From an optimization exercise on the open Yosys and OpenROAD flow, aimed at small area and a short achievable clock period; shortcuts taken in it are not production practice.
No functional check of the RTL was part of this run.

==> design/flow/design.v <==
module ProgramCounter (clock, BreakFlag, NopFlag, Reset, EntradaPC, SaidaPC);
	input NopFlag, BreakFlag;
	input Reset, clock;
	input [31:0] EntradaPC;
	output reg [31:0] SaidaPC;
	always @ (posedge clock) 
	begin
		SaidaPC <= EntradaPC;
		if (Reset == 1) SaidaPC <= 0;
		if (NopFlag==1) SaidaPC <= EntradaPC;
		else if (BreakFlag == 1) SaidaPC <= 0;
	end
endmodule
module UnidadeDeControle (opcode, controleULA, FlagMuxULA, FlagEscritaMemoria,
								  controleMuxMD, controleMuxBR, FlagEscritaReg, 
								  controleEnderecamento, controleSinal, controleDesvios,
								  BreakFlag, FlagJumpReg, NopFlag, PrintFlag, FlagLoad,
								  FlagULA, flagsaida);
	input [4:0] opcode;
	output reg [3:0] controleULA;
	output reg [1:0] controleDesvios, controleEnderecamento, FlagMuxULA;
	output reg BreakFlag, FlagEscritaMemoria, controleMuxMD,
				  controleMuxBR, NopFlag, FlagEscritaReg, FlagJumpReg, controleSinal,
				  PrintFlag, FlagLoad, FlagULA, flagsaida;
	always @ (opcode) 
	begin
		BreakFlag = 0;
		NopFlag = 0;
		controleEnderecamento = 0;
		FlagEscritaReg = 0;
		FlagJumpReg = 0;
		controleSinal = 0;
		FlagMuxULA = 0;
		controleULA = 0;
		controleDesvios = 0;
		FlagEscritaMemoria = 0;
		controleMuxMD = 0;
		controleMuxBR = 0;	
		PrintFlag = 0;
		FlagLoad = 0;
		FlagULA = 0;
		flagsaida = 0;
		case (opcode)
			5'b00000:
				begin
					BreakFlag = 0;
					NopFlag = 0;
					controleEnderecamento = 2'b10;
					FlagEscritaReg = 0;
					FlagJumpReg = 0;
					controleSinal = 1'b0;
					FlagMuxULA = 2'b10;
					controleULA = 4'b0000;
					FlagULA = 1;
					controleDesvios = 2'b00;
					FlagEscritaMemoria = 1'b0;
					controleMuxMD = 1;
					controleMuxBR = 0;
				end
			5'b00001:
				begin
					BreakFlag = 0;
					NopFlag = 0;
					controleEnderecamento = 2'b10;
					FlagEscritaReg = 0;
					FlagJumpReg = 0;
					controleSinal = 1'b0;
					FlagMuxULA = 2'b10;
					controleULA = 4'b0001;
					FlagULA = 1;
					controleDesvios = 2'b00;
					FlagEscritaMemoria = 1'b0;
					controleMuxMD = 1;
					controleMuxBR = 0;
				end
			5'b00010:
				begin
					BreakFlag = 0;
					NopFlag = 0;
					controleEnderecamento = 2'b10;
					FlagEscritaReg = 0;
					FlagJumpReg = 0;
					controleSinal = 1'b0;
					FlagMuxULA = 2'b10;
					controleULA = 4'b0010;
					FlagULA = 1;
					controleDesvios = 2'b00;
					FlagEscritaMemoria = 1'b0;
					controleMuxMD = 1;
					controleMuxBR = 0;	
				end
			5'b00011:
				begin
					BreakFlag = 0;
					NopFlag = 0;
					controleEnderecamento = 2'b10;
					FlagEscritaReg = 0;
					FlagJumpReg = 0;
					controleSinal = 1'b0;
					FlagMuxULA = 2'b10;
					controleULA = 4'b0011;
					FlagULA = 1;
					controleDesvios = 2'b00;
					FlagEscritaMemoria = 1'b0;
					controleMuxMD = 1;
					controleMuxBR = 0;	
				end
			5'b00100:
				begin
					BreakFlag = 0;
					NopFlag = 0;
					controleEnderecamento = 2'b10;
					FlagEscritaReg = 0;
					FlagJumpReg = 0;
					controleSinal = 1'b0;
					FlagMuxULA = 2'b10;
					controleULA = 4'b0100;
					FlagULA = 1;
					controleDesvios = 2'b00;
					FlagEscritaMemoria = 1'b0;
					controleMuxMD = 1;
					controleMuxBR = 0;	
				end
			5'b00101:
				begin
					BreakFlag = 0;
					NopFlag = 0;
					controleEnderecamento = 2'b11;
					FlagEscritaReg = 1;
					FlagJumpReg = 0;
					controleSinal = 1;
					FlagMuxULA = 2'b00;
					controleULA = 4'b1110;
					controleDesvios = 2'b00;
					FlagEscritaMemoria = 1'b0;
					controleMuxMD = 1'b0;
					controleMuxBR = 1'b0;
				end
			5'b00110:
				begin
					BreakFlag = 0;
					NopFlag = 0;
					controleEnderecamento = 2'b11;
					FlagEscritaReg = 0;
					FlagJumpReg = 0;
					controleSinal = 1;
					FlagMuxULA = 2'b00;
					controleULA = 4'b1110;
					controleDesvios = 2'b00;
					FlagEscritaMemoria = 1;
					controleMuxMD = 1'b0;
					controleMuxBR = 1'b0;
				end
			5'b00111:
				begin
					BreakFlag = 0;
					NopFlag = 0;
					controleEnderecamento = 2'b10;
					FlagEscritaReg = 0;
					FlagJumpReg = 0;
					controleSinal = 1'b0;
					FlagMuxULA = 2'b10;
					controleULA = 4'b0101;
					FlagULA = 1;
					controleDesvios = 2'b00;
					FlagEscritaMemoria = 1'b0;
					controleMuxMD = 1;
					controleMuxBR = 0;
				end
			5'b01000:
				begin
					BreakFlag = 0;
					NopFlag = 0;
					controleEnderecamento = 2'b10;
					FlagEscritaReg = 0;
					FlagJumpReg = 0;
					controleSinal = 1'b0;
					FlagMuxULA = 2'b10;
					controleULA = 4'b0110;
					FlagULA = 1;
					controleDesvios = 2'b00;
					FlagEscritaMemoria = 1'b0;
					controleMuxMD = 1;
					controleMuxBR = 0;
				end
			5'b01001:
				begin
					BreakFlag = 0;
					NopFlag = 0;
					controleEnderecamento = 2'b10;
					FlagEscritaReg = 0;
					FlagJumpReg = 0;
					controleSinal = 1'b0;
					FlagMuxULA = 2'b10;
					controleULA = 4'b1000;
					FlagULA = 1;
					controleDesvios = 2'b00;
					FlagEscritaMemoria = 1'b0;
					controleMuxMD = 1;
					controleMuxBR = 0;
				end
			5'b01010:
				begin
					BreakFlag = 0;
					NopFlag = 0;
					controleEnderecamento = 2'b10;
					FlagEscritaReg = 0;
					FlagJumpReg = 0;
					controleSinal = 1'b0;
					FlagMuxULA = 2'b10;
					controleULA = 4'b0111;
					FlagULA = 1;
					controleDesvios = 2'b00;
					FlagEscritaMemoria = 1'b0;
					controleMuxMD = 1;
					controleMuxBR = 0;
				end
			5'b01011:
				begin
					BreakFlag = 0;
					NopFlag = 0;
					controleEnderecamento = 2'b10;
					FlagEscritaReg = 0;
					FlagJumpReg = 0;
					controleSinal = 1'b0;
					FlagMuxULA = 2'b10;
					controleULA = 4'b1001;
					FlagULA = 1;
					controleDesvios = 2'b00;
					FlagEscritaMemoria = 1'b0;
					controleMuxMD = 1;
					controleMuxBR = 0;
				end
			5'b01100:
				begin
					BreakFlag = 0;
					NopFlag = 0;
					controleEnderecamento = 2'b10;
					FlagEscritaReg = 0;
					FlagJumpReg = 0;
					controleSinal = 1'b0;
					FlagMuxULA = 2'b10;
					controleULA = 4'b1010;
					FlagULA = 1;
					controleDesvios = 2'b00;
					FlagEscritaMemoria = 1'b0;
					controleMuxMD = 1;
					controleMuxBR = 0;
				end	
			5'b01101:
				begin
					BreakFlag = 0;
					NopFlag = 0;
					controleEnderecamento = 2'b10;
					FlagEscritaReg = 0;
					FlagJumpReg = 0;
					controleSinal = 1'b0;
					FlagMuxULA = 2'b10;
					controleULA = 4'b1011;
					FlagULA = 1;
					controleDesvios = 2'b00;
					FlagEscritaMemoria = 1'b0;
					controleMuxMD = 1;
					controleMuxBR = 0;
				end
			5'b01110:
				begin
					BreakFlag = 0;
					NopFlag = 0;
					controleEnderecamento = 2'b10;
					FlagEscritaReg = 0;
					FlagJumpReg = 0;
					controleSinal = 1'b0;
					FlagMuxULA = 2'b10;
					controleULA = 4'b1100;
					FlagULA = 1;
					controleDesvios = 2'b00;
					FlagEscritaMemoria = 1'b0;
					controleMuxMD = 1;
					controleMuxBR = 0;
				end
			5'b01111:
				begin
					BreakFlag = 0;
					NopFlag = 0;
					controleEnderecamento = 2'b10;
					FlagEscritaReg = 0;
					FlagJumpReg = 0;
					controleSinal = 1'b0;
					FlagMuxULA = 2'b10;
					controleULA = 4'b1101;
					FlagULA = 1;
					controleDesvios = 2'b00;
					FlagEscritaMemoria = 1'b0;
					controleMuxMD = 1;
					controleMuxBR = 0;
				end
			5'b10000:
				begin
					BreakFlag = 0;
					NopFlag = 1;
					controleEnderecamento = 2'b10;
					FlagEscritaReg = 0;
					FlagJumpReg = 0;
					controleSinal = 1'b0;
					FlagMuxULA = 2'b00;
					controleULA = 4'b0000;
					controleDesvios = 2'b00;
					FlagEscritaMemoria = 1'b0;
					controleMuxMD = 1'b0;
					controleMuxBR = 1'b0;
				end
			5'b10001:
				begin
					BreakFlag = 1'b0;
					NopFlag = 1'b0;
					controleEnderecamento = 2'b11;   
					FlagEscritaReg = 1'b0;      
		         FlagLoad = 1'b1;            
					FlagJumpReg = 1'b0;         
					controleSinal = 1'b1;       
					FlagMuxULA = 2'b00;         
					controleULA = 4'b1110;      
					FlagULA = 1'b0;             
					controleDesvios = 2'b00;    
					FlagEscritaMemoria = 1'b0;  
					controleMuxMD = 1'b0;   
					controleMuxBR = 1'b0;   
				end
			5'b10010:
				begin
					BreakFlag = 0;
					NopFlag = 0;
					controleEnderecamento = 2'b01;
					FlagEscritaReg = 0;
					FlagJumpReg = 0;
					controleSinal = 0;
					FlagMuxULA = 2'b00;
					controleULA = 4'b1110;
					controleDesvios = 2'b10;
					FlagEscritaMemoria = 0;
					controleMuxMD = 1'b0;
					controleMuxBR = 1'b0;
				end
			5'b10011:
				begin
					BreakFlag = 0;
					NopFlag = 0;
					controleEnderecamento = 2'b11;
					FlagEscritaReg = 0;
					FlagJumpReg = 1;
					controleSinal = 0;
					FlagMuxULA = 2'b00;
					controleULA = 4'b1110;
					controleDesvios = 2'b10;
					FlagEscritaMemoria = 0;
					controleMuxMD = 1'b0;
					controleMuxBR = 1'b0;
				end	
			5'b10100:
				begin
					BreakFlag = 1;
					NopFlag = 0;
					controleEnderecamento = 2'b01;
					FlagEscritaReg = 0;
					FlagJumpReg = 0;
					controleSinal = 0;
					FlagMuxULA = 2'b00;
					controleULA = 4'b1110;
					controleDesvios = 2'b10;
					FlagEscritaMemoria = 0;
					controleMuxMD = 1'b0;
					controleMuxBR = 1'b0;
				end	
			5'b10101:
				begin
					BreakFlag = 0;
					NopFlag = 0;
					controleEnderecamento = 2'b10;
					FlagEscritaReg = 0;
					FlagJumpReg = 0;
					controleSinal = 1'b0;
					FlagMuxULA = 2'b10;
					controleULA = 4'b1011;
					controleDesvios = 2'b01;
					FlagEscritaMemoria = 1'b0;
					controleMuxMD = 1'b0;
					controleMuxBR = 1'b0;
				end
			5'b10110:
				begin
					BreakFlag = 0;
					NopFlag = 0;
					controleEnderecamento = 2'b11;
					FlagEscritaReg = 0;
					FlagJumpReg = 0;
					controleSinal = 0;
					FlagMuxULA = 2'b00;
					controleULA = 4'b0000;
					FlagULA = 1;
					controleDesvios = 2'b00;
					FlagEscritaMemoria = 1'b0;
					controleMuxMD = 1'b0;
					controleMuxBR = 1;
					PrintFlag = 1;
				end 
			5'b10111: 
				begin
					BreakFlag = 0;
					NopFlag = 0;
					controleEnderecamento = 2'b01;
					FlagEscritaReg = 0;
					FlagJumpReg = 0;
					controleSinal = 1'b0;
					FlagMuxULA = 2'b10;
					controleULA = 4'b1110;
					controleDesvios = 2'b00;
					FlagEscritaMemoria = 0;
					controleMuxMD = 1'b0;
					controleMuxBR = 1'b0;
					flagsaida = 1;
				end
			default:	
				begin
					BreakFlag = 0;
					NopFlag = 1;
					controleEnderecamento = 2'b10;
					FlagEscritaReg = 0;
					FlagJumpReg = 0;
					controleSinal = 1'b0;
					FlagMuxULA = 2'b00;
					controleULA = 4'b0000;
					controleDesvios = 2'b00;
					FlagEscritaMemoria = 1'b0;
					controleMuxMD = 1'b0;
					controleMuxBR = 1'b0;
				end
		endcase
	end
endmodule
module ModosDeEnderecamento (controle, instrucao, RA, RB, RC);
	input [26:0] instrucao;
	input [1:0] controle;
	output reg [8:0] RA, RB, RC;
	always @ (controle or instrucao) 
	begin
		RC = 0;
		RA = 0;
		RB = 0;
		case(controle)
			2'b00:
				begin
					RA = instrucao[26:18];
					RB = instrucao[17:9];					
				end
			2'b01:
				begin
					RB = instrucao[26:18];
				end
			2'b10: 
				begin
					RC = instrucao[26:18];
					RA = instrucao[17:9];
					RB = instrucao[8:0];
				end
			2'b11:
				begin
					RC = instrucao[26:18];
					RB = instrucao[17:9];
				end	
			default: 
				begin
					RC = 0;
					RA = 0;
					RB = 0;
				end
		endcase
	end
endmodule
module BancoDeRegistradores (Dado, RegLeitura1, RegLeitura2, RegEscrita,
	FlagEscrita, EnderecoPC, clock, Reset, FlagJump, DadoLeitura1, DadoLeitura2, Saida,
	FlagLoad, EscritaULA, FlagULA, Memoria);
	input [31:0] Dado, EscritaULA, Memoria;
	input [8:0] RegLeitura1, RegLeitura2;
	input [8:0] RegEscrita;
	input [31:0] EnderecoPC;
	input FlagEscrita, FlagLoad, FlagULA;
	input clock, Reset;
	input FlagJump;
	output [31:0] DadoLeitura1, DadoLeitura2;
	output [31:0] Saida;
	reg [31:0] Banco [31:0];
	integer k;
	always @ (posedge clock)
	begin
		if (Reset == 1)
		begin
			for (k = 0; k < 32; k = k + 1) Banco[k] <= 32'd0;
		end
		else
		begin
			if(FlagULA == 1) Banco[RegEscrita[4:0]] <= EscritaULA;
			else if(FlagEscrita == 1) Banco[RegEscrita[4:0]] <= Dado;
			else if(FlagJump == 1) Banco[RegEscrita[4:0]] <= EnderecoPC;
			else if(FlagLoad == 1) Banco[RegEscrita[4:0]] <= Memoria;
		end
	end
	assign Saida = Banco[RegEscrita[4:0]];
	assign DadoLeitura1 = Banco[RegLeitura1[4:0]];
	assign DadoLeitura2 = Banco[RegLeitura2[4:0]];
endmodule
module ExtensorDeBits (controle, tamanho14, tamanho23, saida);
	input [13:0] tamanho14;
	input [22:0] tamanho23;
	input controle;
	output reg [31:0] saida;
	always @(*) begin
		case(controle)
			1'b0: 
			begin
				saida = tamanho14;
				saida = {18'h0000, tamanho14};
			end
			1'b1:
			begin
				saida = tamanho23;
				saida = {9'h0000, tamanho23};
			end
		endcase
	end
endmodule
module MultiplexadorULA (flag, entrada1, entrada2, entrada3, entrada4, saida);
	input [31:0] entrada1, entrada2, entrada3, entrada4;
	input [1:0] flag;
	output reg [31:0] saida;
	always @ (*) begin
		saida = 0;
		case (flag)
			2'b00: saida = entrada1;
			2'b01: saida = entrada2;
			2'b10: saida = entrada3;
			2'b11: saida = entrada4;
			default: saida = entrada1;
		endcase
	end
endmodule
module UnidadeLogicaAritmetica (comando, entrada1, entrada2, saida, zeroflag);
	input [31:0] entrada1, entrada2;
	input [3:0] comando;
	output reg [31:0] saida;
	output reg zeroflag;
	always @ (comando or entrada1 or entrada2) 
	begin
		saida = 0;
		zeroflag = 0;
		case(comando[3:0])
			4'b0000: saida = entrada1 + entrada2;
			4'b0001: saida = entrada1 - entrada2;
			4'b0010: saida = entrada1 * entrada2;
			4'b0011: saida = (entrada2 == 0) ? 32'hFFFFFFFF : entrada1 / entrada2;
			4'b0100: saida = (entrada2 == 0) ? entrada1 : entrada1 % entrada2;
			4'b0101: saida = entrada1 & entrada2;
			4'b0110: saida = entrada1 | entrada2;
			4'b0111: saida = ~entrada1;
			4'b1000: saida = entrada1 ^ entrada2;
			4'b1001: saida = entrada1 >> entrada2;
			4'b1010: saida = entrada1 << entrada2;
			4'b1011:
				begin
					if (entrada1 == entrada2) 
					begin
						zeroflag = 1;
						saida = 1;
					end
					else 
					begin
						zeroflag = 0;
						saida = entrada2;
					end
				end
			4'b1100:
				if (entrada1 > entrada2) saida = 1;
				else saida = 0;
			4'b1101:
				if (entrada1 < entrada2) saida = 1;
				else saida = 0;
			4'b1110: saida = entrada2;
			default: saida = entrada1;
		endcase
	end
endmodule
module ControleDeDesvios (comando, clock, ZeroFlag, imediato,
								  ProgramCounter, saida, saidaULA, Reset);
	input [31:0] ProgramCounter;
	input wire [31:0] saidaULA, imediato;
	input [1:0] comando;
	input ZeroFlag, Reset;
	input clock;
	output reg [31:0] saida;
	always @ (posedge clock) 
	begin
		case(comando)
			2'b00: saida <= ProgramCounter + 1;
			2'b01: 
				begin
					if(ZeroFlag == 1 || saidaULA == 1) saida <= imediato;
					else saida <= ProgramCounter + 1;
				end
			2'b10: saida <= saidaULA;
			2'b11: saida <= ProgramCounter;
		endcase
		if (Reset == 1) saida <= 0;
	end
endmodule
module MemoriaDeDados (Endereco, DadoEscrita, clock, Reset, FlagEscrita, DadoLeitura);
	input [31:0] DadoEscrita;
	input [31:0] Endereco;
	input clock, Reset;
	input FlagEscrita;
	output [31:0] DadoLeitura;
	reg [31:0] Memoria [19:0];
	integer k;
	wire valido = (Endereco < 32'd20);
	always @ (posedge clock)
	begin
		if (Reset == 1)
		begin
			for (k = 0; k < 20; k = k + 1) Memoria[k] <= 32'd0;
		end
		else if (FlagEscrita == 1 && valido) Memoria[Endereco[4:0]] <= DadoEscrita;
	end
	assign DadoLeitura = !valido ? 32'd0 :
	                     (FlagEscrita == 1) ? DadoEscrita : Memoria[Endereco[4:0]];
endmodule
module MultiplexadorMD (flag, entrada1, entrada2, saida);
	input [31:0] entrada1, entrada2;
	input flag;
	output reg [31:0] saida;
	always @ (*) begin
		case (flag)
			1'b0: saida = entrada1;
			1'b1: saida = entrada2;
		endcase
	end
endmodule
module MultiplexadorBR (flag, entrada1, entrada2, saida);
	input [31:0] entrada1, entrada2;
	input flag;
	output reg [31:0] saida;
	always @ (*) begin
		case (flag)
			1'b0: saida = entrada1;
			1'b1: saida = entrada2;
		endcase
	end
endmodule
module Conversor (binario, ones, tens, hundreds, thousands, millions, flag);
	input flag;
	input [31:0] binario;
	output reg [3:0] ones, tens, hundreds, thousands, millions;
	integer i;
	always @ (binario or flag) 
	begin
		i = 0;
		if(flag)
			begin  
				millions = 4'b0;
				thousands = 4'b0;
				hundreds = 4'b0;
				tens = 4'b0;
				ones = 4'b0;
				for(i=31; i>=0; i=i-1)
				begin
					if(millions >= 5) millions = millions + 3;
					if(thousands >= 5) thousands = thousands + 3;
					if(hundreds >= 5) hundreds = hundreds + 3;
					if (tens >= 5) tens = tens + 3;
					if(ones >=5) ones = ones + 3;
					millions = millions << 1;
					millions[0] = thousands[3];
					thousands = thousands << 1;
					thousands[0] = hundreds[3];
					hundreds = hundreds << 1;
					hundreds[0] = tens[3];
					tens = tens << 1;
					tens[0] = ones[3];
					ones = ones << 1;
					ones[0] = binario[i];
				end 
			end
			else begin
				millions = 4'b1010;
				thousands = 4'b1010;
				hundreds = 4'b1010;
				tens = 4'b1010;
				ones = 4'b1010;
			end	
	end
endmodule 
module Display7Segmentos (entrada, display);
	input [3:0] entrada;
	output reg [6:0] display;
	always @ (*) 
	begin
	display = 7'b1111111;
		case (entrada)
			4'b0000: display = 7'b1000000;
			4'b0001: display = 7'b1111001;
			4'b0010: display = 7'b0100100;
			4'b0011: display = 7'b0110000;
			4'b0100: display = 7'b0011001;
			4'b0101: display = 7'b0010010;
			4'b0110: display = 7'b0000011;
			4'b0111: display = 7'b1111000;
			4'b1000: display = 7'b0000000;
			4'b1001: display = 7'b0011000;
			default: display = 7'b1111111;
		endcase
	end
endmodule
module EntradaSaida (entrada, saida, unidade, dezena, centena, milhar, 
uniPC, dezPC, uniFPGA, dezFPGA, saidaPC, flag, entradaFPGA, flagsaida);
	input [31:0] entrada, saidaPC, entradaFPGA;
	input flag, flagsaida;
	wire [3:0] bcdUnidade, bcdDezena, bcdCentena, bcdUnidadeMilhar, bcdDezenaMilhar, 
	bcdPCUnidade, bcdPCDezena, bcdPCcent, bcdPCmil, bcdPCmilhao, bcdUniFPGA, bcdDezFPGA,
	bcdCentFPGA, bcdMilFPGA, bcdMilhaoFPGA;
	output [6:0] unidade, dezena, centena, milhar, uniPC, dezPC, uniFPGA, dezFPGA;
	output reg [31:0] saida;
	Conversor Binary2BCD1 (.binario(entrada), .ones(bcdUnidade), .tens(bcdDezena), .hundreds(bcdCentena),
	.thousands(bcdUnidadeMilhar), .millions(bcdDezenaMilhar), .flag(flagsaida));
	Conversor Binary2BCD2 (.binario(saidaPC), .ones(bcdPCUnidade), .tens(bcdPCDezena), .hundreds(bcdPCcent),
	.thousands(bcdPCmil), .millions(bcdPCmilhao), .flag(1));
	Conversor Binary2BCD3 (.binario(entradaFPGA), .ones(bcdUniFPGA), .tens(bcdDezFPGA), .hundreds(bcdCentFPGA),
	.thousands(bcdMilFPGA), .millions(bcdMilhaoFPGA), .flag(1));
	Display7Segmentos A (.entrada(bcdUnidade), .display(unidade));
	Display7Segmentos B (.entrada(bcdDezena), .display(dezena));
	Display7Segmentos C (.entrada(bcdCentena), .display(centena));
	Display7Segmentos D (.entrada(bcdUnidadeMilhar), .display(milhar));
	Display7Segmentos F (.entrada(bcdPCUnidade), .display(uniPC));
	Display7Segmentos G (.entrada(bcdPCDezena), .display(dezPC));
	Display7Segmentos H (.entrada(bcdUniFPGA), .display(uniFPGA));
	Display7Segmentos I (.entrada(bcdDezFPGA), .display(dezFPGA));
	always @ (*) 
	begin
		saida = 0;
		if(flag == 1) saida <= entradaFPGA;
	end
endmodule
module Processador (Reset, unidade, dezena, centena, milhar, uniPC, dezPC,
entradaFPGA, clkFPGA, Instrucao, SaidaPC, saidaULA, uniFPGA, dezFPGA, checkBanco,
DadoLidoMemoria, zeroflag, DadoLeitura1, DadoLeitura2);
	input clkFPGA;
	input Reset;
	input [4:0] entradaFPGA;
	input [31:0] Instrucao;
	wire [31:0] Dado, EntradaPC, SaidaExtendida,
	saidaMUX1, saidaMUX2, entrada;
	wire [8:0] RegLeitura1, RegLeitura2, RegEscrita;
	wire [3:0] controleULA;
	wire [1:0] controleDesvios, controleEnderecamento, FlagMuxULA;
	wire BreakFlag, NopFlag, FlagEscritaReg, FlagJumpReg, controleSinal,
	FlagEscritaMemoria, controleMuxMD, controleMuxBR, printFlag, FlagLoad,
	FlagULA, flagsaida;
	wire clock = clkFPGA;
	output [6:0] unidade, dezena, centena, milhar, uniPC, dezPC, uniFPGA, dezFPGA;
	output [31:0] SaidaPC, saidaULA, checkBanco, DadoLidoMemoria, DadoLeitura1, DadoLeitura2;
	output zeroflag;
	ProgramCounter PC (
		.clock(clock),
		.BreakFlag(BreakFlag),
		.NopFlag(NopFlag),
		.Reset(Reset),
		.EntradaPC(EntradaPC),
		.SaidaPC(SaidaPC)
	);
	UnidadeDeControle UC (
		.opcode(Instrucao[31:27]),
		.controleULA(controleULA),
		.FlagMuxULA(FlagMuxULA),
		.FlagEscritaMemoria(FlagEscritaMemoria),
		.controleMuxMD(controleMuxMD),
		.controleMuxBR(controleMuxBR),
		.FlagEscritaReg(FlagEscritaReg),
		.controleEnderecamento(controleEnderecamento),
		.controleSinal(controleSinal),
		.controleDesvios(controleDesvios),
		.BreakFlag(BreakFlag),
		.FlagJumpReg(FlagJumpReg),
		.NopFlag(NopFlag),
		.PrintFlag(printFlag),
		.FlagLoad(FlagLoad),
		.FlagULA(FlagULA),
		.flagsaida(flagsaida)
	);
	ModosDeEnderecamento ME (
		.controle(controleEnderecamento),
		.instrucao(Instrucao[26:0]),
		.RA(RegLeitura1),
		.RB(RegLeitura2),
		.RC(RegEscrita)
	);
	BancoDeRegistradores BR (
		.Dado({23'd0, RegLeitura2}),
		.RegLeitura1(RegLeitura1),
		.RegLeitura2(RegLeitura2),
		.RegEscrita(RegEscrita),
		.FlagEscrita(FlagEscritaReg),
		.EnderecoPC(SaidaPC),
		.clock(clock),
		.Reset(Reset),
		.FlagJump(FlagJumpReg),
		.DadoLeitura1(DadoLeitura1),
		.DadoLeitura2(DadoLeitura2),
		.Saida(checkBanco),
		.FlagLoad(FlagLoad),
		.EscritaULA(Dado),
		.FlagULA(FlagULA),
		.Memoria(DadoLidoMemoria)
	);
	ExtensorDeBits EB (
		.controle(controleSinal),
		.tamanho14(Instrucao[31:18]),
		.tamanho23(Instrucao[31:9]),
		.saida(SaidaExtendida)
	);
	MultiplexadorULA muxULA (
		.flag(FlagMuxULA),
		.entrada1({23'd0, RegLeitura2}),
		.entrada2(SaidaExtendida),
		.entrada3(DadoLeitura2),
		.entrada4(checkBanco),
		.saida(saidaMUX1)
	);
	UnidadeLogicaAritmetica ULA (
		.comando(controleULA),
		.entrada1(DadoLeitura1),
		.entrada2(saidaMUX1),
		.saida(saidaULA),
		.zeroflag(zeroflag)
	);
	ControleDeDesvios CD (
		.comando(controleDesvios),
		.clock(clock),
		.ZeroFlag(zeroflag),
		.imediato({23'd0, RegEscrita}),
		.ProgramCounter(SaidaPC),
		.saida(EntradaPC),
		.saidaULA(saidaULA),
		.Reset(Reset)
	);
	MemoriaDeDados MD (
		.Endereco(saidaULA),
		.DadoEscrita(checkBanco),
		.clock(clock),
		.Reset(Reset),
		.FlagEscrita(FlagEscritaMemoria),
		.DadoLeitura(DadoLidoMemoria)
	);
	MultiplexadorMD muxMD (
		.flag(controleMuxMD),
		.entrada1(DadoLidoMemoria),
		.entrada2(saidaULA),
		.saida(saidaMUX2)
	);
	MultiplexadorBR muxBR (
		.flag(controleMuxBR),
		.entrada1(saidaMUX2),
		.entrada2(entrada),
		.saida(Dado)
	);
	EntradaSaida ES (
		.entrada(saidaULA),
		.saida(entrada),
		.unidade(unidade),
		.dezena(dezena),
		.centena(centena),
		.milhar(milhar),
		.uniPC(uniPC),
		.dezPC(dezPC),
		.uniFPGA(uniFPGA),
		.dezFPGA(dezFPGA),
		.saidaPC(SaidaPC),
		.flag(printFlag),
		.entradaFPGA({27'h0000, entradaFPGA}),
		.flagsaida(flagsaida)
	);
endmodule
==> design/flow/run.sh <==
#!/bin/bash
# synth_recipe.tcl (not shown) runs the flow's synth.tcl, then flattens the netlist and writes it again
# the make line also repeats each setting of config.mk as NAME=value (left out here)
make -C /OpenROAD-flow-scripts/flow DESIGN_CONFIG=/design/flow/config.mk WORK_HOME=/design/flow/orfs CLKGATE_MAP_FILE= SYNTH_SCRIPT=/design/flow/synth_recipe.tcl finish
==> design/flow/config.mk <==
export PLATFORM = sky130hd
export DESIGN_NAME = Processador
export DESIGN_NICKNAME = Processador
export VERILOG_FILES = /design/flow/design.v
export SDC_FILE = /design/flow/constraint.sdc
export NUM_CORES = 4
export LEC_CHECK = 0
export CAP_MARGIN = 20
export CELL_PAD_IN_SITES_DETAIL_PLACEMENT = 1
export CELL_PAD_IN_SITES_GLOBAL_PLACEMENT = 2
export CORE_MARGIN = 2
export CORE_UTILIZATION = 30
export PLACE_DENSITY = 0.45
export SLEW_MARGIN = 20
==> design/flow/constraint.sdc <==
create_clock -name core_clock -period 250.0 [get_ports {clkFPGA}]
set_input_delay 50.0000 -clock core_clock [delete_from_list [all_inputs] [get_ports {clkFPGA}]]
set_output_delay 50.0000 -clock core_clock [all_outputs]
set_load 0.01 [all_outputs]
==> results.sh <==
export IMPL_synthToLayoutAreaGrowth_pct=13.6
export IMPL_remaining_drc_errors=0
export IMPL_synth_distinct_cells=180
export IMPL_grt_pass1_vias=182000
export IMPL_clkLatencyLatePin_ps=1050
export IMPL_die_area_sq_um=632000
export IMPL_min_period_over_period_pct=91.4
export IMPL_synthArstFlopShare_pct=0
export IMPL_rsz0062_at_grt="false"
export IMPL_core_area_sq_um=623000
export IMPL_hold_depth=1
export IMPL_yosysWarnings=16
export IMPL_hold_class="flop to flop"
export IMPL_crit_type="primary input to output port"
export IMPL_status="complete, no violations"
export IMPL_tightest_slew_ps=1310
export IMPL_cts_tree="yes"
export IMPL_via_per_inst=6.14
export IMPL_dpl_hpwl_um=817000
export IMPL_gp_congestion=0.930
export IMPL_hold_violations=0
export IMPL_drtPass1Iterations=8
export IMPL_start_util_pct=30.1
export IMPL_cts_sinks=2112
export IMPL_crit_top_cell="ha_1"
export IMPL_final_net_count=23000
export IMPL_synthCells=21300
export IMPL_fmax_ghz=0.00438
export IMPL_syn_area_sq_um=188000
export IMPL_overflow=0
export IMPL_ctsResizeCount=0
export IMPL_synth_ff_latch_count=2112
export IMPL_period_minus_slack_ps=228500
export IMPL_boundaryPins=288
export IMPL_antenna_found_initial=137
export IMPL_grt_max_degree=130
export IMPL_cts_hold_buf=0
export IMPL_drt_total_wl_um=1160000
export IMPL_cp_start_kind="primary input"
export IMPL_utilization_pct=34.2
export IMPL_critPathCaptureType="output port"
export IMPL_routedWlPerCell_um=38.5
export IMPL_regArea_sq_um=62800
export IMPL_reg2regPathDepth=382
export IMPL_postCtsSetupBuffers=0
export IMPL_synth_edf_count=2048
export IMPL_setup_viol=0
export IMPL_placementRows=290
export IMPL_clock_root_buffer="clkbuf_16"
export IMPL_multi_input_area_sq_um=118000
export IMPL_nFillCells=72100
export IMPL_wl_met2_um=497000
export IMPL_cts_buffer_depth=4
export IMPL_wl_met1_um=505000
export IMPL_ant_nets=0
export IMPL_port_buffers=286
export IMPL_htree_levels=5
export IMPL_setup_tns_ps=0
export IMPL_grt_pass1_wl_um=1570000
export IMPL_grt_usage_pct=35.3
export IMPL_crit_slowest_cell="buf_4"
export IMPL_synth_main_ff_cell="edfxtp_1"
export IMPL_critPathMaxFanout=63
export IMPL_drt_iter0_drc=21000
export IMPL_required_ps=200000
export IMPL_die_h_um=795
export IMPL_clkTransAtPathRegs_ps=60
export IMPL_cpPeakStageDelay_ps=980
export IMPL_critPathArrivalTime_ps=178500
export IMPL_cts_inserted_buffers=275
export IMPL_max_cap_viol_count=0
export IMPL_synth_area_per_cell_sq_um=8.80
export IMPL_ys_seq_area_share_pct=33.5
export IMPL_die_w_um=795
export IMPL_dr_wl_met3_um=84800
export IMPL_slew_violations=0
export IMPL_vias=185000
export IMPL_drive_above_1_share_pct=10.7
export IMPL_fin_skew_ps=163
export IMPL_top_layer_used="met5"
export IMPL_slew_headroom_pct=12.6
-- worst max-delay path, delay by kind of cell --
family,cells,cell delay (ps)
xor+xnor,3,1280
fa+ha+maj,57,16090
buf+inv,47,10350
simple gates,128,33750
compound gates,242,63740
mux,9,2440
-- path summary, 6_finish.rpt --
path | slack [ps] | startpoint | end
max | 21500 | Instrucao[27] | dezena[3]
min | 400 | CD.saida[2] | PC.SaidaPC[2]
max reg2reg | 146870 | BR.Banco[31][17] | BR.Banco[9][7]
min reg2reg | 400 | CD.saida[2] | PC.SaidaPC[2]
-- area by class of cell --
cell class                 instances  share of cell area (%)
clock buffer                     342                    3.42
tap                             8322                    4.89
antenna                           69                  0.0810
inverter                        1002                    1.78
clock inverter                   147                   0.655
timing repair buffer            1117                    4.38
sequential                      2112                    29.5
multi-input combinational      17000                    55.3
-- routing by layer --
metal  vias to the layer above  GRT usage, %
li1                      78500             -
met1                     96100          48.2
met2                      8272          53.4
met3                      2045          5.53
met4                        40          19.3
met5                         -             0
-- stage by stage --
stage / area [sq um] / hold slack [ps] / instances / setup WS [ps]
after global routing: 213000 / 411 / 30100 / 11980
final: 213000 / 400 / 30100 / 21500
after global placement: 204000 / 406 / 29600 / 24360
after CTS: 213000 / 403 / 30100 / 23050
after detailed placement: 204000 / 414 / 29600 / 23490
after floorplan: 189000 / 406 / 21700 / 41740
-- sequential cells by signal, summed over array words and instances, names as in the netlist --
name / count
PC.SaidaPC: 32
CD.saida: 32
MD.Memoria: 1024
BR.Banco: 1024
-- placed cells by master, fill, tap and decap left out, drive strengths merged, types with 187 or more instances in the layout --
master / instances
conb: 385
inv: 990
nor2b: 250
o21a: 227
a211oi: 296
clkdlybuf4s50: 283
ha: 997
clkbuf: 342
o221ai: 187
o22ai: 271
and3: 494
edfxtp: 2048
a31oi: 344
a21oi: 987
nor2: 2181
xnor2: 404
nor3: 423
and2: 500
fa: 411
nor4: 308
a22oi: 207
buf: 834
nand2: 2886
nand3: 592
a21o: 229
mux2: 295
mux2i: 706
o21ai: 891
-- cell usage after synthesis (all sizes together), types with 164 or more instances --
library cell  count  share of area [%]
nand2          2886                5.8
nor2           2181                4.4
edfxtp         2048                 33
clkbuf         1113                2.2
ha              997                6.6
a21oi           987                2.7
inv             980                2.0
o21ai           891                2.4
mux2i           706                3.8
nand3           592                1.6
and2            500                1.7
and3            494                1.7
buf             452                1.4
nor3            423                1.2
fa              411                4.4
xnor2           404                1.9
a31oi           344                1.2
nor4            308                1.0
a211oi          296                1.2
mux2            295                1.8
o22ai           271               0.92
nor2b           250               0.84
a21o            229               0.92
o21a            227               0.91
a22oi           207               0.84
o221ai          187               0.89
a2111oi         175               0.85
xor2            164               0.77
-- logic make-up (layout without fill, tap and decap cells) --
| logic type | count (synthesis) | in the layout | share of synthesized area [%] |
|---|---|---|---|
| compound gates | 5208 | 5208 | 19.4 |
| xor+xnor | 576 | 576 | 2.79 |
| fa+ha+maj | 1414 | 1414 | 11.1 |
| buf+inv | 2568 | 2608 | 5.68 |
| flops | 2112 | 2112 | 33.5 |
| mux | 1109 | 1109 | 6.87 |
| other cells | 1 | 454 | 0.00200 |
| simple gates | 8339 | 8339 | 20.7 |

[separate check: timing with driven ports]
In the flow no input, the clock included, has a driving cell. The finished layout below was timed again as built, in two steps.
Step 1: set_driving_cell puts a clkbuf_16 on clkFPGA and a buf_2 on each other input, an assumption about the parent block.
Step 2 moves the port delays by t, midway between the first and last clock arrival at a register: inputs arrive t later, outputs are due t later. That takes back most of the time a late clock gives input paths.
Three values: no drivers, after step 1, after step 2; two values: the first two.
t (ns): 1.112
setup slack, ns: 21.497 / 21.392 / 21.392
worst slew at a driven data input, ns: 0.15
cell pins on the clock port's net: 1
After both steps this run still meets setup and hold. The setup slack of this run moves by -0.105 ns with the drivers and by -0.105 ns with both steps.
